Context: an optimization exercise on an open-source flow, tuned for small area and a short achievable clock period. The choices shown serve that exercise and are no tape-out recipe. The RTL was checked by simulation tests, not by an equivalence proof against the original design.

--- design/flow/flow/run.sh ---
#!/bin/bash
# The standard layout, except that the output ports get a fast buffer (buf_4) instead of the
# default port buffer; the input ports keep the default. Everything else is standard.sh as is.
set -euo pipefail
here=$(pwd)
bash standard.sh DONT_BUFFER_PORTS=1 PRE_GLOBAL_PLACE_TCL="$here/flow/ports.tcl" finish > "$here/flow_standard.log" 2>&1
--- design/flow/flow/ports.tcl ---
# Port buffers, placed where global_place.tcl would put them: inputs with the default cell,
# outputs with a fast buffer.
buffer_ports -inputs
buffer_ports -outputs -buffer_cell sky130_fd_sc_hd__buf_4
--- design/flow/standard.sh ---
#!/bin/bash
# synth_recipe.tcl (not shown) runs the flow's synth.tcl, then flattens the netlist and writes it again
# the make line also repeats each setting of config.mk as NAME=value (left out here)
make -C /OpenROAD-flow-scripts/flow DESIGN_CONFIG=/design/flow/config.mk WORK_HOME=/design/flow/orfs CLKGATE_MAP_FILE= SYNTH_SCRIPT=/design/flow/synth_recipe.tcl "${@:-finish}"
--- design/flow/config.mk ---
export PLATFORM = sky130hd
export DESIGN_NAME = simon32_64
export DESIGN_NICKNAME = simon32_64
export VERILOG_FILES = /design/flow/design.v
export SDC_FILE = /design/flow/constraint.sdc
export NUM_CORES = 4
export LEC_CHECK = 0
export CAP_MARGIN = 20
export CORE_MARGIN = 2
export CORE_UTILIZATION = 65
export CTS_CLUSTER_DIAMETER = 80
export CTS_CLUSTER_SIZE = 30
export GPL_TIMING_DRIVEN = 1
export PLACE_DENSITY = 0.8
export SETUP_SLACK_MARGIN = 0.85
export SLEW_MARGIN = 20
export SYNTH_HIERARCHICAL = 1
export SYNTH_MINIMUM_KEEP_SIZE = 0
--- design/flow/constraint.sdc ---
create_clock -name core_clock -period 2.5 [get_ports {clk}]
set_input_delay 0.5000 -clock core_clock [delete_from_list [all_inputs] [get_ports {clk}]]
set_output_delay 0.5000 -clock core_clock [all_outputs]
set_load 0.01 [all_outputs]
--- design/flow/design.v ---
module g_xor2 (input logic a, b, output logic y);
  assign y = a ^ b;
endmodule
module g_xnor2 (input logic a, b, output logic y);
  assign y = ~(a ^ b);
endmodule
module g_nand2 (input logic a, b, output logic y);
  assign y = ~(a & b);
endmodule
module round #(
  parameter bit NEXT = 1
) (
  input  logic [15:0] x, w, kn,
  output logic [15:0] xn, wn
);
  genvar j;
  generate
    for (j = 0; j < 16; j++) begin : b
      logic q, p;
      g_nand2 Q (.a(x[(j+15)%16]), .b(x[(j+8)%16]), .y(q));
      g_xor2  P (.a(x[(j+14)%16]), .b(w[j]), .y(p));
      g_xnor2 X (.a(q), .b(p), .y(xn[j]));
      if (NEXT) begin : n
        g_xor2 W (.a(x[j]), .b(kn[j]), .y(wn[j]));
      end else begin : z
        assign wn[j] = 1'b0;
      end
    end
  endgenerate
endmodule
module key_d (
  input  logic [15:0] k,
  output logic [15:0] d
);
  genvar j;
  generate
    for (j = 0; j < 16; j++) begin : b
      g_xor2 D (.a(k[j]), .b(k[(j+1)%16]), .y(d[j]));
    end
  endgenerate
endmodule
module key_s #(
  parameter bit ZBIT = 0
) (
  input  logic [15:0] k0, d1,
  output logic [15:0] s
);
  localparam logic [15:0] C = 16'hfffc ^ {15'd0, ZBIT};
  genvar j;
  generate
    for (j = 0; j < 16; j++) begin : b
      if (C[j]) begin : one
        g_xnor2 S (.a(k0[j]), .b(d1[j]), .y(s[j]));
      end else begin : zero
        g_xor2  S (.a(k0[j]), .b(d1[j]), .y(s[j]));
      end
    end
  endgenerate
endmodule
module key_f (
  input  logic [15:0] s, d3,
  output logic [15:0] kn
);
  genvar j;
  generate
    for (j = 0; j < 16; j++) begin : b
      g_xor2 K (.a(s[j]), .b(d3[(j+3)%16]), .y(kn[j]));
    end
  endgenerate
endmodule
module simon32_64 (
  input  logic        clk, reset,
  input  logic        in_valid,
  input  logic [31:0] plaintext,
  input  logic [63:0] key,
  output logic        out_valid,
  output logic [31:0] ciphertext
);
  logic [15:0] w_0;
  logic [15:0] d1_r0;
  logic [15:0] s0_r0;
  logic [15:0] d3_r0;
  logic [15:0] k4;
  logic [15:0] x_1;
  logic [15:0] w_1;
  logic [15:0] d2_r1;
  logic [15:0] s1_r1;
  logic [15:0] d4_r1;
  logic [15:0] k5;
  logic [15:0] x_2;
  logic [15:0] w_2;
  logic [15:0] s2_r1;
  logic [15:0] xq2, wq2;
  logic [15:0] kq2_3;
  logic [15:0] kq2_4;
  logic [15:0] kq2_5;
  logic [15:0] sq2;
  logic [15:0] d5_r2;
  logic [15:0] k6;
  logic [15:0] x_3;
  logic [15:0] w_3;
  logic [15:0] d4_r3;
  logic [15:0] s3_r3;
  logic [15:0] d6_r3;
  logic [15:0] k7;
  logic [15:0] x_4;
  logic [15:0] w_4;
  logic [15:0] s4_r3;
  logic [15:0] xq4, wq4;
  logic [15:0] kq4_5;
  logic [15:0] kq4_6;
  logic [15:0] kq4_7;
  logic [15:0] sq4;
  logic [15:0] d7_r4;
  logic [15:0] k8;
  logic [15:0] x_5;
  logic [15:0] w_5;
  logic [15:0] d6_r5;
  logic [15:0] s5_r5;
  logic [15:0] d8_r5;
  logic [15:0] k9;
  logic [15:0] x_6;
  logic [15:0] w_6;
  logic [15:0] s6_r5;
  logic [15:0] xq6, wq6;
  logic [15:0] kq6_7;
  logic [15:0] kq6_8;
  logic [15:0] kq6_9;
  logic [15:0] sq6;
  logic [15:0] d9_r6;
  logic [15:0] k10;
  logic [15:0] x_7;
  logic [15:0] w_7;
  logic [15:0] d8_r7;
  logic [15:0] s7_r7;
  logic [15:0] d10_r7;
  logic [15:0] k11;
  logic [15:0] x_8;
  logic [15:0] w_8;
  logic [15:0] s8_r7;
  logic [15:0] xq8, wq8;
  logic [15:0] kq8_9;
  logic [15:0] kq8_10;
  logic [15:0] kq8_11;
  logic [15:0] sq8;
  logic [15:0] d11_r8;
  logic [15:0] k12;
  logic [15:0] x_9;
  logic [15:0] w_9;
  logic [15:0] d10_r9;
  logic [15:0] s9_r9;
  logic [15:0] d12_r9;
  logic [15:0] k13;
  logic [15:0] x_10;
  logic [15:0] w_10;
  logic [15:0] s10_r9;
  logic [15:0] xq10, wq10;
  logic [15:0] kq10_11;
  logic [15:0] kq10_12;
  logic [15:0] kq10_13;
  logic [15:0] sq10;
  logic [15:0] d13_r10;
  logic [15:0] k14;
  logic [15:0] x_11;
  logic [15:0] w_11;
  logic [15:0] d12_r11;
  logic [15:0] s11_r11;
  logic [15:0] d14_r11;
  logic [15:0] k15;
  logic [15:0] x_12;
  logic [15:0] w_12;
  logic [15:0] s12_r11;
  logic [15:0] xq12, wq12;
  logic [15:0] kq12_13;
  logic [15:0] kq12_14;
  logic [15:0] kq12_15;
  logic [15:0] sq12;
  logic [15:0] d15_r12;
  logic [15:0] k16;
  logic [15:0] x_13;
  logic [15:0] w_13;
  logic [15:0] d14_r13;
  logic [15:0] s13_r13;
  logic [15:0] d16_r13;
  logic [15:0] k17;
  logic [15:0] x_14;
  logic [15:0] w_14;
  logic [15:0] s14_r13;
  logic [15:0] xq14, wq14;
  logic [15:0] kq14_15;
  logic [15:0] kq14_16;
  logic [15:0] kq14_17;
  logic [15:0] sq14;
  logic [15:0] d17_r14;
  logic [15:0] k18;
  logic [15:0] x_15;
  logic [15:0] w_15;
  logic [15:0] d16_r15;
  logic [15:0] s15_r15;
  logic [15:0] d18_r15;
  logic [15:0] k19;
  logic [15:0] x_16;
  logic [15:0] w_16;
  logic [15:0] s16_r15;
  logic [15:0] xq16, wq16;
  logic [15:0] kq16_17;
  logic [15:0] kq16_18;
  logic [15:0] kq16_19;
  logic [15:0] sq16;
  logic [15:0] d19_r16;
  logic [15:0] k20;
  logic [15:0] x_17;
  logic [15:0] w_17;
  logic [15:0] d18_r17;
  logic [15:0] s17_r17;
  logic [15:0] d20_r17;
  logic [15:0] k21;
  logic [15:0] x_18;
  logic [15:0] w_18;
  logic [15:0] s18_r17;
  logic [15:0] xq18, wq18;
  logic [15:0] kq18_19;
  logic [15:0] kq18_20;
  logic [15:0] kq18_21;
  logic [15:0] sq18;
  logic [15:0] d21_r18;
  logic [15:0] k22;
  logic [15:0] x_19;
  logic [15:0] w_19;
  logic [15:0] d20_r19;
  logic [15:0] s19_r19;
  logic [15:0] d22_r19;
  logic [15:0] k23;
  logic [15:0] x_20;
  logic [15:0] w_20;
  logic [15:0] s20_r19;
  logic [15:0] xq20, wq20;
  logic [15:0] kq20_21;
  logic [15:0] kq20_22;
  logic [15:0] kq20_23;
  logic [15:0] sq20;
  logic [15:0] d23_r20;
  logic [15:0] k24;
  logic [15:0] x_21;
  logic [15:0] w_21;
  logic [15:0] d22_r21;
  logic [15:0] s21_r21;
  logic [15:0] d24_r21;
  logic [15:0] k25;
  logic [15:0] x_22;
  logic [15:0] w_22;
  logic [15:0] s22_r21;
  logic [15:0] xq22, wq22;
  logic [15:0] kq22_23;
  logic [15:0] kq22_24;
  logic [15:0] kq22_25;
  logic [15:0] sq22;
  logic [15:0] d25_r22;
  logic [15:0] k26;
  logic [15:0] x_23;
  logic [15:0] w_23;
  logic [15:0] d24_r23;
  logic [15:0] s23_r23;
  logic [15:0] d26_r23;
  logic [15:0] k27;
  logic [15:0] x_24;
  logic [15:0] w_24;
  logic [15:0] s24_r23;
  logic [15:0] xq24, wq24;
  logic [15:0] kq24_25;
  logic [15:0] kq24_26;
  logic [15:0] kq24_27;
  logic [15:0] sq24;
  logic [15:0] d27_r24;
  logic [15:0] k28;
  logic [15:0] x_25;
  logic [15:0] w_25;
  logic [15:0] d26_r25;
  logic [15:0] s25_r25;
  logic [15:0] d28_r25;
  logic [15:0] k29;
  logic [15:0] x_26;
  logic [15:0] w_26;
  logic [15:0] s26_r25;
  logic [15:0] xq26, wq26;
  logic [15:0] kq26_27;
  logic [15:0] kq26_28;
  logic [15:0] kq26_29;
  logic [15:0] sq26;
  logic [15:0] d29_r26;
  logic [15:0] k30;
  logic [15:0] x_27;
  logic [15:0] w_27;
  logic [15:0] d28_r27;
  logic [15:0] s27_r27;
  logic [15:0] d30_r27;
  logic [15:0] k31;
  logic [15:0] x_28;
  logic [15:0] w_28;
  logic [15:0] xq28, wq28;
  logic [15:0] kq28_29;
  logic [15:0] kq28_30;
  logic [15:0] kq28_31;
  logic [15:0] x_29;
  logic [15:0] w_29;
  logic [15:0] x_30;
  logic [15:0] w_30;
  logic [15:0] xq30, wq30;
  logic [15:0] kq30_31;
  logic [15:0] x_31;
  logic [15:0] w_31;
  logic [15:0] x_32;
  logic [31:0] ct_q;
  for (genvar j = 0; j < 16; j++) begin : w0
    g_xor2 W (.a(plaintext[j]), .b(key[j]), .y(w_0[j]));
  end
  key_d D1_r0 (.k(key[31:16]), .d(d1_r0));
  key_s #(.ZBIT(1'b1)) S0_r0 (.k0(key[15:0]), .d1(d1_r0), .s(s0_r0));
  key_d D3_r0 (.k(key[63:48]), .d(d3_r0));
  key_f K4 (.s(s0_r0), .d3(d3_r0), .kn(k4));
  round #(.NEXT(1'b1)) R0 (.x(plaintext[31:16]), .w(w_0), .kn(key[31:16]), .xn(x_1), .wn(w_1));
  key_d D2_r1 (.k(key[47:32]), .d(d2_r1));
  key_s #(.ZBIT(1'b1)) S1_r1 (.k0(key[31:16]), .d1(d2_r1), .s(s1_r1));
  key_d D4_r1 (.k(k4), .d(d4_r1));
  key_f K5 (.s(s1_r1), .d3(d4_r1), .kn(k5));
  round #(.NEXT(1'b1)) R1 (.x(x_1), .w(w_1), .kn(key[47:32]), .xn(x_2), .wn(w_2));
  key_s #(.ZBIT(1'b1)) S2_r1 (.k0(key[47:32]), .d1(d3_r0), .s(s2_r1));
  always_ff @(posedge clk) begin
    xq2 <= x_2;
    wq2 <= w_2;
    kq2_3 <= key[63:48];
    kq2_4 <= k4;
    kq2_5 <= k5;
    sq2 <= s2_r1;
  end
  key_d D5_r2 (.k(kq2_5), .d(d5_r2));
  key_f K6 (.s(sq2), .d3(d5_r2), .kn(k6));
  round #(.NEXT(1'b1)) R2 (.x(xq2), .w(wq2), .kn(kq2_3), .xn(x_3), .wn(w_3));
  key_d D4_r3 (.k(kq2_4), .d(d4_r3));
  key_s #(.ZBIT(1'b1)) S3_r3 (.k0(kq2_3), .d1(d4_r3), .s(s3_r3));
  key_d D6_r3 (.k(k6), .d(d6_r3));
  key_f K7 (.s(s3_r3), .d3(d6_r3), .kn(k7));
  round #(.NEXT(1'b1)) R3 (.x(x_3), .w(w_3), .kn(kq2_4), .xn(x_4), .wn(w_4));
  key_s #(.ZBIT(1'b1)) S4_r3 (.k0(kq2_4), .d1(d5_r2), .s(s4_r3));
  always_ff @(posedge clk) begin
    xq4 <= x_4;
    wq4 <= w_4;
    kq4_5 <= kq2_5;
    kq4_6 <= k6;
    kq4_7 <= k7;
    sq4 <= s4_r3;
  end
  key_d D7_r4 (.k(kq4_7), .d(d7_r4));
  key_f K8 (.s(sq4), .d3(d7_r4), .kn(k8));
  round #(.NEXT(1'b1)) R4 (.x(xq4), .w(wq4), .kn(kq4_5), .xn(x_5), .wn(w_5));
  key_d D6_r5 (.k(kq4_6), .d(d6_r5));
  key_s #(.ZBIT(1'b0)) S5_r5 (.k0(kq4_5), .d1(d6_r5), .s(s5_r5));
  key_d D8_r5 (.k(k8), .d(d8_r5));
  key_f K9 (.s(s5_r5), .d3(d8_r5), .kn(k9));
  round #(.NEXT(1'b1)) R5 (.x(x_5), .w(w_5), .kn(kq4_6), .xn(x_6), .wn(w_6));
  key_s #(.ZBIT(1'b1)) S6_r5 (.k0(kq4_6), .d1(d7_r4), .s(s6_r5));
  always_ff @(posedge clk) begin
    xq6 <= x_6;
    wq6 <= w_6;
    kq6_7 <= kq4_7;
    kq6_8 <= k8;
    kq6_9 <= k9;
    sq6 <= s6_r5;
  end
  key_d D9_r6 (.k(kq6_9), .d(d9_r6));
  key_f K10 (.s(sq6), .d3(d9_r6), .kn(k10));
  round #(.NEXT(1'b1)) R6 (.x(xq6), .w(wq6), .kn(kq6_7), .xn(x_7), .wn(w_7));
  key_d D8_r7 (.k(kq6_8), .d(d8_r7));
  key_s #(.ZBIT(1'b0)) S7_r7 (.k0(kq6_7), .d1(d8_r7), .s(s7_r7));
  key_d D10_r7 (.k(k10), .d(d10_r7));
  key_f K11 (.s(s7_r7), .d3(d10_r7), .kn(k11));
  round #(.NEXT(1'b1)) R7 (.x(x_7), .w(w_7), .kn(kq6_8), .xn(x_8), .wn(w_8));
  key_s #(.ZBIT(1'b0)) S8_r7 (.k0(kq6_8), .d1(d9_r6), .s(s8_r7));
  always_ff @(posedge clk) begin
    xq8 <= x_8;
    wq8 <= w_8;
    kq8_9 <= kq6_9;
    kq8_10 <= k10;
    kq8_11 <= k11;
    sq8 <= s8_r7;
  end
  key_d D11_r8 (.k(kq8_11), .d(d11_r8));
  key_f K12 (.s(sq8), .d3(d11_r8), .kn(k12));
  round #(.NEXT(1'b1)) R8 (.x(xq8), .w(wq8), .kn(kq8_9), .xn(x_9), .wn(w_9));
  key_d D10_r9 (.k(kq8_10), .d(d10_r9));
  key_s #(.ZBIT(1'b0)) S9_r9 (.k0(kq8_9), .d1(d10_r9), .s(s9_r9));
  key_d D12_r9 (.k(k12), .d(d12_r9));
  key_f K13 (.s(s9_r9), .d3(d12_r9), .kn(k13));
  round #(.NEXT(1'b1)) R9 (.x(x_9), .w(w_9), .kn(kq8_10), .xn(x_10), .wn(w_10));
  key_s #(.ZBIT(1'b1)) S10_r9 (.k0(kq8_10), .d1(d11_r8), .s(s10_r9));
  always_ff @(posedge clk) begin
    xq10 <= x_10;
    wq10 <= w_10;
    kq10_11 <= kq8_11;
    kq10_12 <= k12;
    kq10_13 <= k13;
    sq10 <= s10_r9;
  end
  key_d D13_r10 (.k(kq10_13), .d(d13_r10));
  key_f K14 (.s(sq10), .d3(d13_r10), .kn(k14));
  round #(.NEXT(1'b1)) R10 (.x(xq10), .w(wq10), .kn(kq10_11), .xn(x_11), .wn(w_11));
  key_d D12_r11 (.k(kq10_12), .d(d12_r11));
  key_s #(.ZBIT(1'b0)) S11_r11 (.k0(kq10_11), .d1(d12_r11), .s(s11_r11));
  key_d D14_r11 (.k(k14), .d(d14_r11));
  key_f K15 (.s(s11_r11), .d3(d14_r11), .kn(k15));
  round #(.NEXT(1'b1)) R11 (.x(x_11), .w(w_11), .kn(kq10_12), .xn(x_12), .wn(w_12));
  key_s #(.ZBIT(1'b0)) S12_r11 (.k0(kq10_12), .d1(d13_r10), .s(s12_r11));
  always_ff @(posedge clk) begin
    xq12 <= x_12;
    wq12 <= w_12;
    kq12_13 <= kq10_13;
    kq12_14 <= k14;
    kq12_15 <= k15;
    sq12 <= s12_r11;
  end
  key_d D15_r12 (.k(kq12_15), .d(d15_r12));
  key_f K16 (.s(sq12), .d3(d15_r12), .kn(k16));
  round #(.NEXT(1'b1)) R12 (.x(xq12), .w(wq12), .kn(kq12_13), .xn(x_13), .wn(w_13));
  key_d D14_r13 (.k(kq12_14), .d(d14_r13));
  key_s #(.ZBIT(1'b1)) S13_r13 (.k0(kq12_13), .d1(d14_r13), .s(s13_r13));
  key_d D16_r13 (.k(k16), .d(d16_r13));
  key_f K17 (.s(s13_r13), .d3(d16_r13), .kn(k17));
  round #(.NEXT(1'b1)) R13 (.x(x_13), .w(w_13), .kn(kq12_14), .xn(x_14), .wn(w_14));
  key_s #(.ZBIT(1'b0)) S14_r13 (.k0(kq12_14), .d1(d15_r12), .s(s14_r13));
  always_ff @(posedge clk) begin
    xq14 <= x_14;
    wq14 <= w_14;
    kq14_15 <= kq12_15;
    kq14_16 <= k16;
    kq14_17 <= k17;
    sq14 <= s14_r13;
  end
  key_d D17_r14 (.k(kq14_17), .d(d17_r14));
  key_f K18 (.s(sq14), .d3(d17_r14), .kn(k18));
  round #(.NEXT(1'b1)) R14 (.x(xq14), .w(wq14), .kn(kq14_15), .xn(x_15), .wn(w_15));
  key_d D16_r15 (.k(kq14_16), .d(d16_r15));
  key_s #(.ZBIT(1'b1)) S15_r15 (.k0(kq14_15), .d1(d16_r15), .s(s15_r15));
  key_d D18_r15 (.k(k18), .d(d18_r15));
  key_f K19 (.s(s15_r15), .d3(d18_r15), .kn(k19));
  round #(.NEXT(1'b1)) R15 (.x(x_15), .w(w_15), .kn(kq14_16), .xn(x_16), .wn(w_16));
  key_s #(.ZBIT(1'b0)) S16_r15 (.k0(kq14_16), .d1(d17_r14), .s(s16_r15));
  always_ff @(posedge clk) begin
    xq16 <= x_16;
    wq16 <= w_16;
    kq16_17 <= kq14_17;
    kq16_18 <= k18;
    kq16_19 <= k19;
    sq16 <= s16_r15;
  end
  key_d D19_r16 (.k(kq16_19), .d(d19_r16));
  key_f K20 (.s(sq16), .d3(d19_r16), .kn(k20));
  round #(.NEXT(1'b1)) R16 (.x(xq16), .w(wq16), .kn(kq16_17), .xn(x_17), .wn(w_17));
  key_d D18_r17 (.k(kq16_18), .d(d18_r17));
  key_s #(.ZBIT(1'b1)) S17_r17 (.k0(kq16_17), .d1(d18_r17), .s(s17_r17));
  key_d D20_r17 (.k(k20), .d(d20_r17));
  key_f K21 (.s(s17_r17), .d3(d20_r17), .kn(k21));
  round #(.NEXT(1'b1)) R17 (.x(x_17), .w(w_17), .kn(kq16_18), .xn(x_18), .wn(w_18));
  key_s #(.ZBIT(1'b1)) S18_r17 (.k0(kq16_18), .d1(d19_r16), .s(s18_r17));
  always_ff @(posedge clk) begin
    xq18 <= x_18;
    wq18 <= w_18;
    kq18_19 <= kq16_19;
    kq18_20 <= k20;
    kq18_21 <= k21;
    sq18 <= s18_r17;
  end
  key_d D21_r18 (.k(kq18_21), .d(d21_r18));
  key_f K22 (.s(sq18), .d3(d21_r18), .kn(k22));
  round #(.NEXT(1'b1)) R18 (.x(xq18), .w(wq18), .kn(kq18_19), .xn(x_19), .wn(w_19));
  key_d D20_r19 (.k(kq18_20), .d(d20_r19));
  key_s #(.ZBIT(1'b0)) S19_r19 (.k0(kq18_19), .d1(d20_r19), .s(s19_r19));
  key_d D22_r19 (.k(k22), .d(d22_r19));
  key_f K23 (.s(s19_r19), .d3(d22_r19), .kn(k23));
  round #(.NEXT(1'b1)) R19 (.x(x_19), .w(w_19), .kn(kq18_20), .xn(x_20), .wn(w_20));
  key_s #(.ZBIT(1'b0)) S20_r19 (.k0(kq18_20), .d1(d21_r18), .s(s20_r19));
  always_ff @(posedge clk) begin
    xq20 <= x_20;
    wq20 <= w_20;
    kq20_21 <= kq18_21;
    kq20_22 <= k22;
    kq20_23 <= k23;
    sq20 <= s20_r19;
  end
  key_d D23_r20 (.k(kq20_23), .d(d23_r20));
  key_f K24 (.s(sq20), .d3(d23_r20), .kn(k24));
  round #(.NEXT(1'b1)) R20 (.x(xq20), .w(wq20), .kn(kq20_21), .xn(x_21), .wn(w_21));
  key_d D22_r21 (.k(kq20_22), .d(d22_r21));
  key_s #(.ZBIT(1'b0)) S21_r21 (.k0(kq20_21), .d1(d22_r21), .s(s21_r21));
  key_d D24_r21 (.k(k24), .d(d24_r21));
  key_f K25 (.s(s21_r21), .d3(d24_r21), .kn(k25));
  round #(.NEXT(1'b1)) R21 (.x(x_21), .w(w_21), .kn(kq20_22), .xn(x_22), .wn(w_22));
  key_s #(.ZBIT(1'b0)) S22_r21 (.k0(kq20_22), .d1(d23_r20), .s(s22_r21));
  always_ff @(posedge clk) begin
    xq22 <= x_22;
    wq22 <= w_22;
    kq22_23 <= kq20_23;
    kq22_24 <= k24;
    kq22_25 <= k25;
    sq22 <= s22_r21;
  end
  key_d D25_r22 (.k(kq22_25), .d(d25_r22));
  key_f K26 (.s(sq22), .d3(d25_r22), .kn(k26));
  round #(.NEXT(1'b1)) R22 (.x(xq22), .w(wq22), .kn(kq22_23), .xn(x_23), .wn(w_23));
  key_d D24_r23 (.k(kq22_24), .d(d24_r23));
  key_s #(.ZBIT(1'b1)) S23_r23 (.k0(kq22_23), .d1(d24_r23), .s(s23_r23));
  key_d D26_r23 (.k(k26), .d(d26_r23));
  key_f K27 (.s(s23_r23), .d3(d26_r23), .kn(k27));
  round #(.NEXT(1'b1)) R23 (.x(x_23), .w(w_23), .kn(kq22_24), .xn(x_24), .wn(w_24));
  key_s #(.ZBIT(1'b1)) S24_r23 (.k0(kq22_24), .d1(d25_r22), .s(s24_r23));
  always_ff @(posedge clk) begin
    xq24 <= x_24;
    wq24 <= w_24;
    kq24_25 <= kq22_25;
    kq24_26 <= k26;
    kq24_27 <= k27;
    sq24 <= s24_r23;
  end
  key_d D27_r24 (.k(kq24_27), .d(d27_r24));
  key_f K28 (.s(sq24), .d3(d27_r24), .kn(k28));
  round #(.NEXT(1'b1)) R24 (.x(xq24), .w(wq24), .kn(kq24_25), .xn(x_25), .wn(w_25));
  key_d D26_r25 (.k(kq24_26), .d(d26_r25));
  key_s #(.ZBIT(1'b1)) S25_r25 (.k0(kq24_25), .d1(d26_r25), .s(s25_r25));
  key_d D28_r25 (.k(k28), .d(d28_r25));
  key_f K29 (.s(s25_r25), .d3(d28_r25), .kn(k29));
  round #(.NEXT(1'b1)) R25 (.x(x_25), .w(w_25), .kn(kq24_26), .xn(x_26), .wn(w_26));
  key_s #(.ZBIT(1'b0)) S26_r25 (.k0(kq24_26), .d1(d27_r24), .s(s26_r25));
  always_ff @(posedge clk) begin
    xq26 <= x_26;
    wq26 <= w_26;
    kq26_27 <= kq24_27;
    kq26_28 <= k28;
    kq26_29 <= k29;
    sq26 <= s26_r25;
  end
  key_d D29_r26 (.k(kq26_29), .d(d29_r26));
  key_f K30 (.s(sq26), .d3(d29_r26), .kn(k30));
  round #(.NEXT(1'b1)) R26 (.x(xq26), .w(wq26), .kn(kq26_27), .xn(x_27), .wn(w_27));
  key_d D28_r27 (.k(kq26_28), .d(d28_r27));
  key_s #(.ZBIT(1'b0)) S27_r27 (.k0(kq26_27), .d1(d28_r27), .s(s27_r27));
  key_d D30_r27 (.k(k30), .d(d30_r27));
  key_f K31 (.s(s27_r27), .d3(d30_r27), .kn(k31));
  round #(.NEXT(1'b1)) R27 (.x(x_27), .w(w_27), .kn(kq26_28), .xn(x_28), .wn(w_28));
  always_ff @(posedge clk) begin
    xq28 <= x_28;
    wq28 <= w_28;
    kq28_29 <= kq26_29;
    kq28_30 <= k30;
    kq28_31 <= k31;
  end
  round #(.NEXT(1'b1)) R28 (.x(xq28), .w(wq28), .kn(kq28_29), .xn(x_29), .wn(w_29));
  round #(.NEXT(1'b1)) R29 (.x(x_29), .w(w_29), .kn(kq28_30), .xn(x_30), .wn(w_30));
  always_ff @(posedge clk) begin
    xq30 <= x_30;
    wq30 <= w_30;
    kq30_31 <= kq28_31;
  end
  round #(.NEXT(1'b1)) R30 (.x(xq30), .w(wq30), .kn(kq30_31), .xn(x_31), .wn(w_31));
  round #(.NEXT(1'b0)) R31 (.x(x_31), .w(w_31), .kn(16'd0), .xn(x_32), .wn());
  always_ff @(posedge clk) ct_q <= {x_32, x_31};
  assign ciphertext = ct_q;
  logic [15:0] valid_r;
  always_ff @(posedge clk) begin
    if (reset)
      valid_r <= '0;
    else
      valid_r <= {valid_r[14:0], in_valid};
  end
  assign out_valid = valid_r[15];
endmodule
==> flow_metrics.env, run 1 <==
export IMPL_start_util_pct=65.5
export IMPL_hpwl_um=137000
export IMPL_routed_wl_um=171000
export IMPL_final_setup_tns_ns=0
export IMPL_cts_buffer_depth=3
export IMPL_area_growth_syn_to_layout_pct=12.5
export IMPL_die_x_um=302
export IMPL_io_pins=132
export IMPL_drt_pass1_iterations=5
export IMPL_finalMaxSlewViolations=0
export IMPL_vias_per_cell=5.23
export IMPL_crit_top_cell="xnor2_1"
export IMPL_worst_slack_ns=0.792
export IMPL_core_area_sq_um=88400
export IMPL_period_share_pct=68.3
export IMPL_finClkSkew_ns=0.0446
export IMPL_place_congestion=1.02
export IMPL_hold_viol=0
export IMPL_syn_inst=5073
export IMPL_place_ws_ns=0.306
export IMPL_cap_violations=0
export IMPL_largest_reg_flops=32
export IMPL_final_area_sq_um=65100
export IMPL_fp_dieH_um=302
export IMPL_cts_root_buf="clkbuf_16"
export IMPL_ys_warn_count=7
export IMPL_insertion_delay_ns=0.72
export IMPL_setup_viol=0
export IMPL_worst_slew_pin_slew_ns=0.738
export IMPL_cp_start_kind="flip-flop"
export IMPL_dp_cells=6269
export IMPL_dpl_cell_area_sq_um=59600
export IMPL_max_freq_mhz=585
export IMPL_period_needed_ns=1.71
export IMPL_gr_total_overflow=0
export IMPL_wire_per_inst_um=26.6
export IMPL_drtIter0Drc=3152
export IMPL_grt_pass1_wl_um=241000
export IMPL_cts_sinks=1424
export IMPL_crit_type="flip-flop to flip-flop"
export IMPL_numCtsBuffers=57
export IMPL_synth_net_count=5172
export IMPL_max_stage_delay_ns=0.43
export IMPL_final_common_cell="xor2_1"
export IMPL_worstPathArrival_ns=2.26
export IMPL_synthesis_area_sq_um=57900
export IMPL_fin_nets=5335
export IMPL_die_area_sq_um=91500
export IMPL_cp_end_kind="flip-flop"
export IMPL_cp_slowest_cell="dfxtp_1"
export IMPL_fp_row_count=109
export IMPL_cts_clk_slew_worst_paths_ns=0.11
export IMPL_worstPathRequired_ns=3.05
export IMPL_status="complete, no violations"
export IMPL_worstHoldPathType="input port to flip-flop"
export IMPL_rsz0062_at_grt="true"
export IMPL_track_usage_pct=36.8
export IMPL_postRouteAntennaNets=0
export IMPL_fin_cells=6421
export IMPL_vias=33561
export IMPL_grt_pass1_vias=34424
export IMPL_syn_avg_cell_area_sq_um=11.4
export IMPL_crit_chain="nand2_1 -> xnor2_1 -> buf_4 -> xor2_1 -> xnor2_1"
export IMPL_cts_tree="done"
export IMPL_largest_register="ct_q"
export IMPL_io_buffers=131
export IMPL_cp_max_fo=4
export IMPL_maxSlewHeadroom_pct=50.5
export IMPL_drive_gt1_share_pct=11.8
export IMPL_layout_common_cells="1937 x xor2_1, 1350 x dfxtp_1, 795 x xnor2_1"
export IMPL_drc=0
export IMPL_htree_levels=2
export IMPL_grt_antenna_before_repair=6
export IMPL_grt_max_degree=31
-- critical path: cells and delay by family (launching register included) --
kind          cells  cell delay [ns]
xor+xnor          3             0.80
flops             1             0.43
simple gates      1             0.10
buf+inv           1             0.21
-- metrics by stage --
stage               util [%]  hold slack (ns)
global route            73.7          0.00400
finish                  73.7           0.0261
global placement        67.4            0.311
CTS                     71.3         0.000848
floorplan                  -            0.310
detailed placement      67.4            0.312
-- routing by layer --
| layer | up-vias | share of wire [%] | GRT usage [%] |
|---|---|---|---|
| li1 | 15401 | - | - |
| met1 | 16613 | 43 | 50.1 |
| met2 | 1255 | 47 | 61.1 |
| met3 | 290 | 6.6 | 5.32 |
| met4 | 2 | 3.4 | 10.6 |
| met5 | - | 0.0059 | 0 |
-- repair_timing --
item                                    CTS  global route
gates cloned                              0             0
pin swaps                                34            70
endpoints found under the setup margin  180           254
resized for setup                       194           295
endpoints found under the hold margin    60             3
hold buffers                             34             1
buffers inserted                         10            28
-- worst paths after layout --
check	slack, ns	depth (start not counted)	startpoint	to
max	0.79	5	xq24[8]	xq26[11]
min	0.03	1	reset	valid_r[1]
max reg2reg	0.79	5	xq24[8]	xq26[11]
min reg2reg	0.34	0	kq28_31[15]	kq30_31[15]
-- layout make-up --
cell class | count | area, sq um
Timing Repair Buffer | 105 | 876
Clock inverter | 15 | 219
Multi-Input combinational cell | 3648 | 32500
Tap cell | 1165 | 1460
Clock buffer | 59 | 1450
Antenna cell | 5 | 12.5
Sequential cell | 1424 | 28600
Fill cell | 6253 | 23300
==> inputs of run 2 (changes only) <==
--- a/design/flow/config.mk
+++ b/design/flow/config.mk
@@ -12,3 +12,3 @@
 export CTS_CLUSTER_SIZE = 30
-export GPL_TIMING_DRIVEN = 1
+export GPL_TIMING_DRIVEN = 0
 export PLACE_DENSITY = 0.8
==> flow_metrics.env, run 2 <==
export IMPL_status="complete, no violations"
export IMPL_grt_pass1_wl_um=233000
export IMPL_worstPathArrival_ns=2.29
export IMPL_period_needed_ns=1.70
export IMPL_period_share_pct=68.0
export IMPL_rsz0062_at_grt="true"
export IMPL_drtIter0Drc=2731
export IMPL_io_pins=132
export IMPL_cts_root_buf="clkbuf_16"
export IMPL_worstHoldPathType="input port to flip-flop"
export IMPL_fp_row_count=109
export IMPL_hold_viol=0
export IMPL_ys_warn_count=7
export IMPL_fp_dieH_um=302
export IMPL_insertion_delay_ns=0.70
export IMPL_core_area_sq_um=88400
export IMPL_max_freq_mhz=588
export IMPL_drc=0
export IMPL_fin_nets=5417
export IMPL_whs_ns=0.127
export IMPL_io_buffers=131
export IMPL_worst_slew_pin_slew_ns=0.718
export IMPL_cts_buffer_depth=3
export IMPL_finClkSkew_ns=0.0475
export IMPL_largest_reg_flops=32
export IMPL_cts_sinks=1424
export IMPL_syn_inst=5073
export IMPL_cap_violations=0
export IMPL_setup_viol=0
export IMPL_synth_net_count=5172
export IMPL_crit_type="flip-flop to flip-flop"
export IMPL_largest_register="ct_q"
export IMPL_htree_levels=2
export IMPL_track_usage_pct=35.4
export IMPL_postRouteAntennaNets=0
export IMPL_drive_gt1_share_pct=13.0
export IMPL_synthesis_area_sq_um=57900
export IMPL_area_growth_syn_to_layout_pct=14.7
export IMPL_final_setup_tns_ns=0
export IMPL_cts_tree="done"
export IMPL_vias_per_cell=5.11
export IMPL_hpwl_um=131000
export IMPL_grt_antenna_before_repair=1
export IMPL_gr_total_overflow=0
export IMPL_maxSlewHeadroom_pct=51.8
export IMPL_cp_start_kind="flip-flop"
export IMPL_syn_avg_cell_area_sq_um=11.4
export IMPL_n_antenna_cell=0
export IMPL_start_util_pct=65.5
export IMPL_cp_end_kind="flip-flop"
export IMPL_worstPathRequired_ns=3.09
export IMPL_grt_max_degree=31
export IMPL_finalMaxSlewViolations=0
export IMPL_routed_wl_um=164000
export IMPL_vias=33232
export IMPL_die_x_um=302
export IMPL_layout_common_cells="1917 x xor2_1, 1337 x dfxtp_1, 771 x xnor2_1"
export IMPL_postLayoutCoreUtil_pct=75.2
export IMPL_wire_per_inst_um=25.3
export IMPL_holdBufCountCts=0
export IMPL_place_congestion=0.951
export IMPL_cts_clk_slew_worst_paths_ns=0.11
export IMPL_die_area_sq_um=91500
export IMPL_cp_max_fo=4
export IMPL_numCtsBuffers=56
export IMPL_final_common_cell="xor2_1"
export IMPL_grt_pass1_vias=34194
export IMPL_drt_pass1_iterations=7
-- run 2: cell count changes in the layout (fill, tap and decap cells not counted), sizes merged, moves of 4 or more --
cell	previous run	this run
clkdlybuf4s50	0	80
buf	70	90
dlygate4sd2	0	7
clkinv	7	3
diode	5	0
dlygate4sd3	35	0
dlymetal6s2s	0	11
-- run 2: area by class of cell --
| class | instances | area (sq um) |
|---|---|---|
| Clock inverter | 13 | 166 |
| Timing Repair Buffer | 187 | 1830 |
| Fill cell | 6023 | 21900 |
| Buffer | 1 | 11.3 |
| Sequential cell | 1424 | 28600 |
| Multi-Input combinational cell | 3648 | 32900 |
| Tap cell | 1165 | 1460 |
| Clock buffer | 62 | 1450 |
-- run 2: worst max-delay path, stage by stage, from the launching register on --
cell	delay (ns)
dfxtp_1	0.57
nand2_1	0.15
xnor2_2	0.41
xor2_1	0.18
xnor2_1	0.29
-- run 2: per-layer routing --
layer / up-vias / GRT usage, % / wire length, um
li1: 15549 / - / -
met1: 16257 / 46.5 / 68800
met2: 1102 / 59.6 / 78800
met3: 322 / 4.47 / 9320
met4: 2 / 14.1 / 7490
met5: - / 0 / 13
-- run 2: path summary, 6_finish.rpt --
path,startpoint,end,slack [ns],depth (start not counted)
max,xq10[9],xq12[3],0.80,4
min,key[61],kq2_3[13],0.13,1
max reg2reg,xq10[9],xq12[3],0.80,4
min reg2reg,kq28_31[8],kq30_31[8],0.33,0
-- run 2: per-stage QoR --
| stage | worst slack, ns | cells | cell area, sq um |
|---|---|---|---|
| after global placement | -0.185 | 6369 | 60600 |
| after detailed placement | -0.194 | 6370 | 60600 |
| after floorplan | 0.975 | 5073 | 57900 |
| after global routing | 0.772 | 6500 | 66400 |
| after CTS | 0.762 | 6471 | 64300 |
| final | 0.799 | 6500 | 66400 |
-- run 2: what timing repair did --
| item | in CTS | in global routing |
|---|---|---|
| resized for setup | 309 | 294 |
| buffers inserted | 26 | 29 |
| pin swaps | 50 | 71 |
| endpoints found under the setup margin | 249 | 282 |
==> inputs of run 3 (changes only) <==
--- a/design/flow/config.mk
+++ b/design/flow/config.mk
@@ -14,3 +14,3 @@
 export PLACE_DENSITY = 0.8
-export SETUP_SLACK_MARGIN = 0.85
+export SETUP_SLACK_MARGIN = 0.9
 export SLEW_MARGIN = 20
==> flow_metrics.env, run 3 <==
export IMPL_status="complete, no violations"
export IMPL_cts_buffer_depth=3
export IMPL_cts_root_buf="clkbuf_16"
export IMPL_io_pins=132
export IMPL_ys_warn_count=7
export IMPL_vias=33612
export IMPL_fillers=5670
export IMPL_place_congestion=0.951
export IMPL_finalMaxSlewViolations=0
export IMPL_grt_antenna_before_repair=0
export IMPL_place_ws_ns=-0.194
export IMPL_cp_end_kind="flip-flop"
export IMPL_holdBufCountCts=0
export IMPL_track_usage_pct=35.6
export IMPL_worstPathArrival_ns=2.28
export IMPL_cp_max_fo=3
export IMPL_final_common_cell="xor2_1"
export IMPL_htree_levels=2
export IMPL_start_util_pct=65.5
export IMPL_drtIter0Drc=2876
export IMPL_synth_net_count=5172
export IMPL_finClkSkew_ns=0.0391
export IMPL_worst_slack_ns=0.834
export IMPL_whs_path_depth=1
export IMPL_period_needed_ns=1.67
export IMPL_max_freq_mhz=600
export IMPL_crit_chain="xor2_1 -> xor2_1 -> xor2_1 -> xor2_1"
export IMPL_r2r_cells=4
export IMPL_worstHoldPathType="input port to flip-flop"
export IMPL_crit_type="flip-flop to flip-flop"
export IMPL_synthesis_area_sq_um=57900
export IMPL_worst_slew_pin_slew_ns=0.652
export IMPL_fp_row_count=109
export IMPL_worstPathRequired_ns=3.11
export IMPL_die_area_sq_um=91500
export IMPL_cts_tree="done"
export IMPL_hold_viol=0
export IMPL_die_x_um=302
export IMPL_drt_pass1_iterations=7
export IMPL_grt_max_degree=31
export IMPL_layout_common_cells="1799 x xor2_1, 1275 x dfxtp_1, 727 x xnor2_1"
export IMPL_whs_ns=0.101
export IMPL_hpwl_um=131000
export IMPL_fin_nets=5455
export IMPL_insertion_delay_ns=0.69
export IMPL_postLayoutCoreUtil_pct=77.2
export IMPL_largest_reg_flops=32
export IMPL_routed_wl_um=167000
export IMPL_cts_sinks=1424
export IMPL_largest_register="ct_q"
export IMPL_syn_avg_cell_area_sq_um=11.4
export IMPL_syn_inst=5073
export IMPL_final_setup_tns_ns=0
export IMPL_core_area_sq_um=88400
export IMPL_cap_violations=0
export IMPL_setup_viol=0
export IMPL_area_growth_syn_to_layout_pct=17.9
export IMPL_grt_pass1_vias=34513
export IMPL_vias_per_cell=5.14
export IMPL_grt_pass1_wl_um=234000
export IMPL_io_buffers=131
export IMPL_numCtsBuffers=56
export IMPL_maxSlewHeadroom_pct=56.2
export IMPL_drive_gt1_share_pct=17.8
export IMPL_crit_top_cell="xor2_1"
export IMPL_cts_clk_slew_worst_paths_ns=0.12
export IMPL_period_share_pct=66.7
export IMPL_postRouteAntennaNets=0
export IMPL_gr_total_overflow=0
export IMPL_fp_dieH_um=302
export IMPL_wire_per_inst_um=25.5
export IMPL_max_stage_delay_ns=0.45
export IMPL_drc=0
export IMPL_rsz0062_at_grt="true"
export IMPL_cp_slowest_cell="dfxtp_1"
export IMPL_cp_start_kind="flip-flop"
[run 3: layout make-up]
| type | instances | area, sq um | share of cell area, % |
|---|---|---|---|
| clock buffer | 62 | 1450 | 2.12 |
| antenna | 1 | 2.50 | 0.00367 |
| buffer | 1 | 11.3 | 0.0165 |
| timing repair buffer | 225 | 2090 | 3.07 |
| tap | 1165 | 1460 | 2.14 |
| multi-input combinational | 3648 | 34300 | 50.3 |
| clock inverter | 13 | 166 | 0.244 |
| sequential | 1424 | 28700 | 42.1 |
[run 3: path summary, 6_finish.rpt]
check	startpoint	to	slack, ns
worst max register to register	kq26_29[14]	kq28_31[7]	0.83
worst min-delay path	key[60]	kq2_3[12]	0.10
worst max-delay path	kq26_29[14]	kq28_31[7]	0.83
worst min register to register	kq28_31[8]	kq30_31[8]	0.32
[run 3: timing repair]
item / in CTS / in global routing
pin swaps: 92 / 123
gates resized for setup: 455 / 407
endpoints found under the setup margin: 333 / 348
setup buffers: 43 / 50
[run 3: worst max-delay path, delay by kind of cell (launching register included)]
kind,cells,cell delay [ns]
flip-flops,1,0.45
XOR/XNOR,4,1.14
[run 3: layer usage]
layer  up-vias  track usage (%)  share of wire (%)
li1      15509                -                  -
met1     16624             46.7                 41
met2      1142             60.1                 48
met3       337             4.51                5.7
met4         0             14.4                4.8
met5         -                0                  0
[run 3: per-stage QoR]
stage	instances	area [sq um]
2_1_floorplan	5073	57900
3_3_place_gp	6369	60600
3_5_place_dp	6370	60600
4_1_cts	6488	65300
5_1_grt	6538	68200
6_report	6539	68200
==> inputs of run 4 (changes only) <==
--- a/design/flow/config.mk
+++ b/design/flow/config.mk
@@ -9,3 +9,3 @@
 export CORE_MARGIN = 2
-export CORE_UTILIZATION = 65
+export CORE_UTILIZATION = 55
 export CTS_CLUSTER_DIAMETER = 80
@@ -14,3 +14,3 @@
 export PLACE_DENSITY = 0.8
-export SETUP_SLACK_MARGIN = 0.9
+export SETUP_SLACK_MARGIN = 0.85
 export SLEW_MARGIN = 20
@@ -18 +18,2 @@
 export SYNTH_MINIMUM_KEEP_SIZE = 0
+export TNS_END_PERCENT = 0
==> flow_metrics.env, run 4 <==
export IMPL_status="complete, no violations"
export IMPL_max_freq_mhz=521
export IMPL_worst_slack_ns=0.582
export IMPL_cts_buffer_depth=3
export IMPL_synthesis_area_sq_um=57900
export IMPL_drive_gt1_share_pct=3.46
export IMPL_cp_end_kind="flip-flop"
export IMPL_cp_max_fo=4
export IMPL_track_usage_pct=29.0
export IMPL_routed_wl_um=158000
export IMPL_cts_clk_slew_worst_paths_ns=0.11
export IMPL_drtIter0Drc=2031
export IMPL_htree_levels=2
export IMPL_final_common_cell="xor2_1"
export IMPL_maxSlewHeadroom_pct=43.3
export IMPL_start_util_pct=55.2
export IMPL_max_stage_delay_ns=0.56
export IMPL_hpwl_um=132000
export IMPL_finClkSkew_ns=0.0420
export IMPL_period_share_pct=76.7
export IMPL_holdBufCountCts=0
export IMPL_cts_root_buf="clkbuf_16"
export IMPL_syn_avg_cell_area_sq_um=11.4
export IMPL_finalMaxSlewViolations=0
export IMPL_cp_start_kind="flip-flop"
export IMPL_grt_pass1_wl_um=227000
export IMPL_synth_net_count=5172
export IMPL_ys_warn_count=7
export IMPL_grt_max_degree=31
export IMPL_vias=32673
export IMPL_period_needed_ns=1.92
export IMPL_io_buffers=131
export IMPL_worstHoldPathType="flip-flop to flip-flop"
export IMPL_wire_per_inst_um=23.7
export IMPL_grt_antenna_before_repair=0
export IMPL_vias_per_cell=4.89
export IMPL_drc=0
export IMPL_fin_nets=5365
export IMPL_drt_pass1_iterations=7
export IMPL_rsz0062_at_grt="true"
export IMPL_grt_pass1_vias=34002
export IMPL_dp_cells=6595
export IMPL_fp_dieH_um=328
export IMPL_largest_register="ct_q"
export IMPL_crit_chain="nand2_1 -> xnor2_2 -> xor2_1 -> xnor2_1"
export IMPL_numCtsBuffers=57
export IMPL_area_growth_syn_to_layout_pct=8.84
export IMPL_core_area_sq_um=105000
export IMPL_fillers=8661
export IMPL_whs_path_depth=0
export IMPL_worst_slew_pin_slew_ns=0.844
export IMPL_place_congestion=0.947
export IMPL_largest_reg_flops=32
export IMPL_fp_row_count=119
export IMPL_io_pins=132
export IMPL_crit_type="flip-flop to flip-flop"
export IMPL_cap_violations=0
export IMPL_postRouteAntennaNets=0
export IMPL_place_ws_ns=-0.187
export IMPL_syn_inst=5073
export IMPL_hold_viol=0
export IMPL_setup_viol=0
export IMPL_postLayoutCoreUtil_pct=60.1
export IMPL_fin_cells=6675
export IMPL_cts_sinks=1424
export IMPL_worstPathArrival_ns=2.49
export IMPL_gr_total_overflow=0
export IMPL_cts_tree="done"
export IMPL_die_x_um=328
export IMPL_insertion_delay_ns=0.72
export IMPL_cp_slowest_cell="dfxtp_1"
export IMPL_layout_common_cells="2182 x xor2_1, 1424 x dfxtp_1, 879 x xnor2_1"
export IMPL_die_area_sq_um=108000
export IMPL_r2r_cells=4
export IMPL_worstPathRequired_ns=3.08
[run 4: final timing paths]
path | end | slack, ns | from
setup / recovery | xq28[1] | 0.58 | xq26[7]
setup reg to reg | xq28[1] | 0.58 | xq26[7]
hold / removal | kq30_31[4] | 0.34 | kq28_31[4]
hold reg to reg | kq30_31[4] | 0.34 | kq28_31[4]
[run 4: what timing repair did]
item / in CTS / in global routing
pin swaps: 5 / 0
resized for setup: 53 / 8
setup buffers: 3 / 0
endpoints found under the setup margin: 192 / 314
[run 4: metrics by stage]
step                setup TNS (ns)  hold slack [ns]  cell area (sq um)
floorplan                        0            0.310              57900
global placement            -0.536            0.312              60900
detailed placement          -0.508            0.312              60900
CTS                              0            0.302              63000
global route                     0            0.303              63000
finish                           0            0.336              63000
[run 4: area by class of cell]
type / count / area, sq um / share of cell area [%]
multi-input combinational: 3648 / 29800 / 47.4
sequential: 1424 / 28500 / 45.2
tap: 1391 / 1740 / 2.76
clock buffer: 61 / 1460 / 2.32
timing repair buffer: 134 / 1250 / 1.99
clock inverter: 15 / 198 / 0.314
buffer: 1 / 11.3 / 0.0179
antenna: 1 / 2.50 / 0.00397
[run 4: per-layer routing]
metal  share of wire (%)  track usage (%)
met3                 3.9             2.97
met1                  40             34.1
met2                  52             53.4
met4                 4.6             11.9
met5                   0                0
[run 4: worst max-delay path: cells and delay by family, from the launching register on]
kind,cells,cell delay [ns]
XOR/XNOR,3,1.07
flip-flops,1,0.56
AND/OR/NAND/NOR,1,0.15
==> inputs of run 5 (changes only) <==
--- a/design/flow/config.mk
+++ b/design/flow/config.mk
@@ -18,2 +18 @@
 export SYNTH_MINIMUM_KEEP_SIZE = 0
-export TNS_END_PERCENT = 0
==> flow_metrics.env, run 5 <==
export IMPL_max_freq_mhz=586
export IMPL_worstHoldPathType="flip-flop to flip-flop"
export IMPL_track_usage_pct=29.2
export IMPL_vias=32829
export IMPL_syn_inst=5073
export IMPL_drc=0
export IMPL_io_pins=132
export IMPL_synth_net_count=5172
export IMPL_grt_pass1_wl_um=229000
export IMPL_ys_warn_count=7
export IMPL_fin_nets=5404
export IMPL_die_area_sq_um=108000
export IMPL_postLayoutCoreUtil_pct=63.2
export IMPL_postRouteAntennaNets=0
export IMPL_cap_violations=0
export IMPL_start_util_pct=55.2
export IMPL_finalMaxSlewViolations=0
export IMPL_htree_levels=2
export IMPL_n_antenna_cell=0
export IMPL_worstPathRequired_ns=2.00
export IMPL_synthesis_area_sq_um=57900
export IMPL_numCtsBuffers=57
export IMPL_crit_chain="buf_6"
export IMPL_cp_max_fo=1
export IMPL_io_buffers=131
export IMPL_vias_per_cell=4.89
export IMPL_gr_total_overflow=0
export IMPL_holdBufCountCts=0
export IMPL_cp_start_kind="flip-flop"
export IMPL_cts_sinks=1424
export IMPL_finClkSkew_ns=0.0435
export IMPL_fp_row_count=119
export IMPL_layout_common_cells="1947 x xor2_1, 1335 x dfxtp_1, 793 x xnor2_1"
export IMPL_cts_tree="done"
export IMPL_rsz0062_at_grt="true"
export IMPL_max_stage_delay_ns=0.35
export IMPL_die_x_um=328
export IMPL_routed_wl_um=160000
export IMPL_cp_end_kind="output port"
export IMPL_syn_avg_cell_area_sq_um=11.4
export IMPL_final_common_cell="xor2_1"
export IMPL_hold_viol=0
export IMPL_grt_antenna_before_repair=1
export IMPL_hpwl_um=132000
export IMPL_status="complete, no violations"
export IMPL_fillers=8153
export IMPL_cts_buffer_depth=3
export IMPL_dpl_cell_area_sq_um=60900
export IMPL_worst_slew_pin_slew_ns=0.739
export IMPL_cts_root_buf="clkbuf_16"
export IMPL_grt_pass1_vias=34394
export IMPL_cts_clk_slew_worst_paths_ns=0.11
export IMPL_maxSlewHeadroom_pct=50.4
export IMPL_setup_viol=0
export IMPL_cp_top_family="flip-flops"
export IMPL_period_needed_ns=1.71
export IMPL_core_area_sq_um=105000
export IMPL_grt_max_degree=31
export IMPL_crit_type="flip-flop to output port"
export IMPL_worstPathArrival_ns=1.21
export IMPL_drt_pass1_iterations=5
export IMPL_largest_reg_flops=32
export IMPL_drtIter0Drc=2149
export IMPL_fp_dieH_um=328
export IMPL_place_congestion=0.947
export IMPL_drive_gt1_share_pct=11.9
export IMPL_whs_ns=0.329
export IMPL_final_area_sq_um=66200
export IMPL_cp_num_buf_inv=1
export IMPL_period_share_pct=68.2
export IMPL_largest_register="ct_q"
export IMPL_wire_per_inst_um=23.9
export IMPL_cp_slowest_cell="dfxtp_2"
export IMPL_area_growth_syn_to_layout_pct=14.4
export IMPL_insertion_delay_ns=0.74
run 5: final timing paths:
kind | to | slack [ns] | depth (start not counted) | from
worst max register to register | kq8_11[1] | 0.81 | 4 | kq6_9[7]
worst max-delay path | ciphertext[23] | 0.79 | 1 | ct_q[23]
worst min-delay path | kq30_31[7] | 0.33 | 0 | kq28_31[7]
worst min register to register | kq30_31[7] | 0.33 | 0 | kq28_31[7]
run 5: routing by layer:
metal	routed length [um]	part of all wire (%)	global-route usage, %
met1	63100	39	34.5
met2	82900	52	53.8
met3	6700	4.2	3.03
met4	7660	4.8	12.2
met5	0	0	0
run 5: through the flow:
| step | std cells | setup TNS [ns] | setup WS, ns |
|---|---|---|---|
| 2_1_floorplan | 5073 | 0 | 0.975 |
| 3_3_place_gp | 6595 | -0.536 | -0.246 |
| 3_5_place_dp | 6595 | -0.508 | -0.187 |
| 4_1_cts | 6700 | 0 | 0.764 |
| 5_1_grt | 6713 | 0 | 0.745 |
| 6_report | 6713 | 0 | 0.794 |
run 5: area by class of cell:
class / count / area [sq um] / share of cell area (%)
tap: 1391 / 1740 / 2.63
multi-input combinational: 3648 / 32500 / 49.1
clock inverter: 15 / 198 / 0.298
timing repair buffer: 173 / 1700 / 2.56
buffer: 1 / 11.3 / 0.0170
sequential: 1424 / 28600 / 43.2
clock buffer: 61 / 1460 / 2.21
run 5: what timing repair did:
action | CTS | global route
setup buffers | 29 | 13
gates resized for setup | 275 | 263
endpoints found under the setup margin | 192 | 259
pin swaps | 42 | 59
==> inputs of run 6 (changes only) <==
--- a/design/flow/config.mk
+++ b/design/flow/config.mk
@@ -14,3 +14,3 @@
 export PLACE_DENSITY = 0.8
-export SETUP_SLACK_MARGIN = 0.85
+export SETUP_SLACK_MARGIN = 0.95
 export SLEW_MARGIN = 20
@@ -18 +18,2 @@
 export SYNTH_MINIMUM_KEEP_SIZE = 0
+export TNS_END_PERCENT = 10
==> flow_metrics.env, run 6 <==
export IMPL_cts_root_buf="clkbuf_16"
export IMPL_status="complete, no violations"
export IMPL_core_area_sq_um=105000
export IMPL_place_congestion=0.947
export IMPL_hold_viol=0
export IMPL_hpwl_um=132000
export IMPL_cts_sinks=1424
export IMPL_largest_register="ct_q"
export IMPL_max_stage_delay_ns=0.44
export IMPL_start_util_pct=55.2
export IMPL_synthesis_area_sq_um=57900
export IMPL_rsz0062_at_grt="true"
export IMPL_r2r_cells=4
export IMPL_max_freq_mhz=578
export IMPL_drc=0
export IMPL_maxSlewHeadroom_pct=45.6
export IMPL_crit_top_cell="xor2_1"
export IMPL_cp_num_buf_inv=0
export IMPL_vias=32975
export IMPL_setup_viol=0
export IMPL_cts_clk_slew_worst_paths_ns=0.11
export IMPL_io_buffers=131
export IMPL_vias_per_cell=4.90
export IMPL_worstPathRequired_ns=3.12
export IMPL_postRouteAntennaNets=0
export IMPL_fp_dieH_um=328
export IMPL_worst_slew_pin_slew_ns=0.810
export IMPL_reg2reg_from="kq24_27[13]"
export IMPL_fin_nets=5423
export IMPL_fillers=8171
export IMPL_cp_start_kind="flip-flop"
export IMPL_cp_slowest_cell="dfxtp_1"
export IMPL_die_x_um=328
export IMPL_cts_buffer_depth=3
export IMPL_fp_row_count=119
export IMPL_worstHoldPathType="input port to flip-flop"
export IMPL_dpl_cell_area_sq_um=60900
export IMPL_worstHoldEndpoint="kq2_3[11]"
export IMPL_crit_chain="xor2_1 -> xor2_1 -> xor2_1 -> xor2_1"
export IMPL_ff2ff_setup_slack_ns=0.77
export IMPL_whs_path_depth=1
export IMPL_finClkSkew_ns=0.0397
export IMPL_finalMaxSlewViolations=0
export IMPL_htree_levels=2
export IMPL_final_common_cell="xor2_1"
export IMPL_largest_reg_flops=32
export IMPL_hp_start="key[59]"
export IMPL_cp_end_kind="flip-flop"
export IMPL_syn_avg_cell_area_sq_um=11.4
export IMPL_routed_wl_um=160000
export IMPL_multiInputGateArea_sq_um=32000
export IMPL_grt_pass1_wl_um=228000
export IMPL_worstPathArrival_ns=2.35
export IMPL_drtIter0Drc=2297
export IMPL_track_usage_pct=29.1
export IMPL_regArea_sq_um=28700
export IMPL_cp_max_fo=3
export IMPL_wire_per_inst_um=23.8
export IMPL_drive_gt1_share_pct=10.4
export IMPL_grt_max_degree=31
export IMPL_gr_total_overflow=0
export IMPL_grt_antenna_before_repair=0
export IMPL_insertion_delay_ns=0.73
export IMPL_worstReg2RegEnd="kq26_29[6]"
export IMPL_cp_top_family="XOR/XNOR gates"
export IMPL_final_area_sq_um=65900
export IMPL_crit_type="flip-flop to flip-flop"
export IMPL_ys_warn_count=7
export IMPL_die_area_sq_um=108000
export IMPL_period_share_pct=69.2
export IMPL_cap_violations=0
export IMPL_holdBufCountCts=0
export IMPL_period_needed_ns=1.73
export IMPL_io_pins=132
export IMPL_final_setup_tns_ns=0
export IMPL_grt_pass1_vias=34241
export IMPL_cts_tree="done"
export IMPL_area_growth_syn_to_layout_pct=13.8
export IMPL_synth_net_count=5172
export IMPL_drt_pass1_iterations=7
export IMPL_syn_inst=5073
export IMPL_numCtsBuffers=57
export IMPL_layout_common_cells="2014 x xor2_1, 1317 x dfxtp_1, 838 x xnor2_1"
## run 6: repair_timing
action | 4_1_cts | 5_1_grt
setup buffers | 30 | 31
pin swaps | 34 | 76
hold endpoints to repair | 0 | 0
resized for setup | 196 | 277
setup endpoints to repair | 366 | 481
## run 6: per-layer routing
layer / share of wire [%] / track usage (%) / vias up / wire length (um)
li1: - / - / 15662 / -
met1: 39 / 34.3 / 16090 / 63200
met2: 52 / 53.8 / 904 / 82800
met3: 4.1 / 3.07 / 319 / 6590
met4: 4.8 / 11.9 / 0 / 7750
met5: 0 / 0 / - / 0
## run 6: layout make-up
cell class | count | share of cell area, %
Antenna cell | 1 | 0.00380
Buffer | 1 | 0.0171
Clock buffer | 61 | 2.22
Clock inverter | 15 | 0.300
Multi-Input combinational cell | 3648 | 48.6
Sequential cell | 1424 | 43.5
Tap cell | 1391 | 2.64
Timing Repair Buffer | 192 | 2.68
## run 6: stage by stage
step	worst slack [ns]	std cells	utilization, %	hold slack [ns]
2_1_floorplan	0.975	5073	-	0.310
3_3_place_gp	-0.246	6595	58.1	0.312
3_5_place_dp	-0.187	6595	58.1	0.312
4_1_cts	0.761	6701	61.1	0.216
5_1_grt	0.714	6732	62.9	0.218
6_report	0.769	6733	62.9	0.257
## run 6: worst max path at each step
| stage | depth (start not counted) | endpoint | slack [ns] | from |
|---|---|---|---|---|
| floorplan | 5 | xq2[0] | 0.98 | key[14] |
| global route | 4 | kq8_11[5] | 0.71 | kq6_9[12] |
| detailed placement | 6 | kq2_5[5] | -0.19 | key[24] |
| finish | 4 | kq26_29[6] | 0.77 | kq24_27[13] |
| CTS | 6 | kq2_5[6] | 0.76 | key[27] |
| global placement | 6 | kq2_5[5] | -0.25 | key[24] |
==> inputs of run 7 (changes only) <==
--- a/design/flow/config.mk
+++ b/design/flow/config.mk
@@ -14,3 +14,3 @@
 export PLACE_DENSITY = 0.8
-export SETUP_SLACK_MARGIN = 0.95
+export SETUP_SLACK_MARGIN = 0.9
 export SLEW_MARGIN = 20
@@ -18,2 +18,2 @@
 export SYNTH_MINIMUM_KEEP_SIZE = 0
-export TNS_END_PERCENT = 10
+export TNS_END_PERCENT = 50
==> flow_metrics.env, run 7 <==
export IMPL_period_share_pct=68.2
export IMPL_worst_slew_pin_slew_ns=0.739
export IMPL_setup_viol=0
export IMPL_ys_warn_count=7
export IMPL_core_area_sq_um=105000
export IMPL_cp_slowest_cell="dfxtp_2"
export IMPL_hold_viol=0
export IMPL_cts_root_buf="clkbuf_16"
export IMPL_holdBufCountCts=0
export IMPL_synth_net_count=5172
export IMPL_vias=33068
export IMPL_routed_wl_um=161000
export IMPL_grt_pass1_wl_um=228000
export IMPL_insertion_delay_ns=0.73
export IMPL_fin_nets=5419
export IMPL_die_x_um=328
export IMPL_worstPathRequired_ns=2.00
export IMPL_start_util_pct=55.2
export IMPL_cap_violations=0
export IMPL_crit_chain="buf_6"
export IMPL_cts_tree="done"
export IMPL_worstHoldEndpoint="kq2_3[11]"
export IMPL_cp_max_fo=1
export IMPL_max_stage_delay_ns=0.35
export IMPL_numCtsBuffers=57
export IMPL_cp_top_family="flip-flops"
export IMPL_hpwl_um=132000
export IMPL_die_area_sq_um=108000
export IMPL_postLayoutCoreUtil_pct=63.7
export IMPL_worstHoldPathType="input port to flip-flop"
export IMPL_fp_dieH_um=328
export IMPL_place_congestion=0.947
export IMPL_hp_start="key[59]"
export IMPL_postRouteAntennaNets=0
export IMPL_rsz0062_at_grt="true"
export IMPL_largest_register="ct_q"
export IMPL_r2r_cells=4
export IMPL_io_pins=132
export IMPL_period_needed_ns=1.70
export IMPL_worstReg2RegEnd="kq16_19[12]"
export IMPL_crit_type="flip-flop to output port"
export IMPL_ff2ff_setup_slack_ns=0.82
export IMPL_finClkSkew_ns=0.0388
export IMPL_whs_path_depth=1
export IMPL_track_usage_pct=29.2
export IMPL_drive_gt1_share_pct=13.7
export IMPL_status="complete, no violations"
export IMPL_n_antenna_cell=0
export IMPL_area_growth_syn_to_layout_pct=15.4
export IMPL_worstPathArrival_ns=1.20
export IMPL_vias_per_cell=4.91
export IMPL_cts_clk_slew_worst_paths_ns=0.11
export IMPL_drt_pass1_iterations=5
export IMPL_io_buffers=131
export IMPL_layout_common_cells="1905 x xor2_1, 1295 x dfxtp_1, 790 x xnor2_1"
export IMPL_place_ws_ns=-0.187
export IMPL_synthesis_area_sq_um=57900
export IMPL_grt_pass1_vias=34393
export IMPL_cts_buffer_depth=3
export IMPL_wire_per_inst_um=23.9
export IMPL_maxSlewHeadroom_pct=50.4
export IMPL_cp_start_kind="flip-flop"
export IMPL_grt_antenna_before_repair=0
export IMPL_cp_end_kind="output port"
export IMPL_cts_sinks=1424
export IMPL_gr_total_overflow=0
export IMPL_final_common_cell="xor2_1"
export IMPL_max_freq_mhz=587
export IMPL_drc=0
export IMPL_syn_inst=5073
export IMPL_drtIter0Drc=2342
export IMPL_syn_avg_cell_area_sq_um=11.4
export IMPL_largest_reg_flops=32
export IMPL_grt_max_degree=31
export IMPL_finalMaxSlewViolations=0
export IMPL_fp_row_count=119
export IMPL_worst_slack_ns=0.795
export IMPL_htree_levels=2
export IMPL_reg2reg_from="kq14_17[3]"
export IMPL_cp_num_buf_inv=1
==> run 7: worst max path at each step <==
stage	start	end	slack, ns	depth (start not counted)
after floorplan	key[14]	xq2[0]	0.98	5
after global placement	key[24]	kq2_5[5]	-0.25	6
after detailed placement	key[24]	kq2_5[5]	-0.19	6
after CTS	kq24_27[14]	kq26_29[7]	0.76	4
after global routing	ct_q[17]	ciphertext[17]	0.76	1
final	ct_q[23]	ciphertext[23]	0.80	1
==> run 7: repair_timing <==
item	in CTS	in global routing
gates resized for setup	289	347
setup buffers	39	18
pin swaps	54	74
setup endpoints to repair	266	396
==> run 7: per-stage QoR <==
| step | hold slack (ns) | cell area [sq um] | std cells | setup TNS (ns) |
|---|---|---|---|---|
| after global placement | 0.312 | 60900 | 6595 | -0.536 |
| after CTS | 0.302 | 64500 | 6710 | 0 |
| after global routing | 0.112 | 66800 | 6728 | 0 |
| after detailed placement | 0.312 | 60900 | 6595 | -0.508 |
| final | 0.135 | 66800 | 6728 | 0 |
| after floorplan | 0.310 | 57900 | 5073 | 0 |
==> run 7: layout make-up <==
type / count / area [sq um]
Clock buffer: 61 / 1460
Fill cell: 8028 / 38000
Tap cell: 1391 / 1740
Multi-Input combinational cell: 3648 / 32900
Clock inverter: 15 / 198
Sequential cell: 1424 / 28700
Buffer: 1 / 11.3
Timing Repair Buffer: 188 / 1800
==> run 7: routing by layer <==
| metal | global-route usage [%] | part of all wire, % | vias to the layer above |
|---|---|---|---|
| li1 | - | - | 15541 |
| met1 | 34.3 | 39 | 16308 |
| met2 | 53.9 | 52 | 909 |
| met3 | 2.98 | 4.1 | 310 |
| met4 | 12.0 | 4.6 | 0 |
| met5 | 0 | 0 | - |

port drivers added, routing unchanged:
Ports are ideal in the flow. The routed layouts listed here were re-timed in OpenROAD. Step 1, drivers: a clkbuf_16 drives clk and a buf_2 each remaining input, both assumed. Step 2 also shifts input and output timing later by t, the mid clock arrival at the registers, as if the neighbouring blocks saw the same clock. Three values: no drivers, after step 1, after step 2; two values: the first two.
| run | shift t [ns] | slack for setup (ns) | cell pins on the clock port's net |
|---|---|---|---|
| run 1 | 0.770 | 0.792 / 0.786 / 0.234 | 1 |
| run 2 | 0.734 | 0.799 / 0.787 / 0.163 | 1 |
| run 3 | 0.731 | 0.834 / 0.787 / 0.198 | 1 |
| run 4 | 0.786 | 0.582 / 0.582 / -0.065 | 1 |
| run 5 | 0.796 | 0.794 / 0.709 / 0.122 | 1 |
| run 6 | 0.785 | 0.769 / 0.728 / 0.075 | 1 |
| run 7 | 0.790 | 0.795 / 0.715 / 0.151 | 1 |
Met with ideal ports but missed after step 2: setup timing in run 4. For run 6, which loses most, drivers alone change the setup slack by -0.041 ns; drivers and shift together by -0.694 ns.
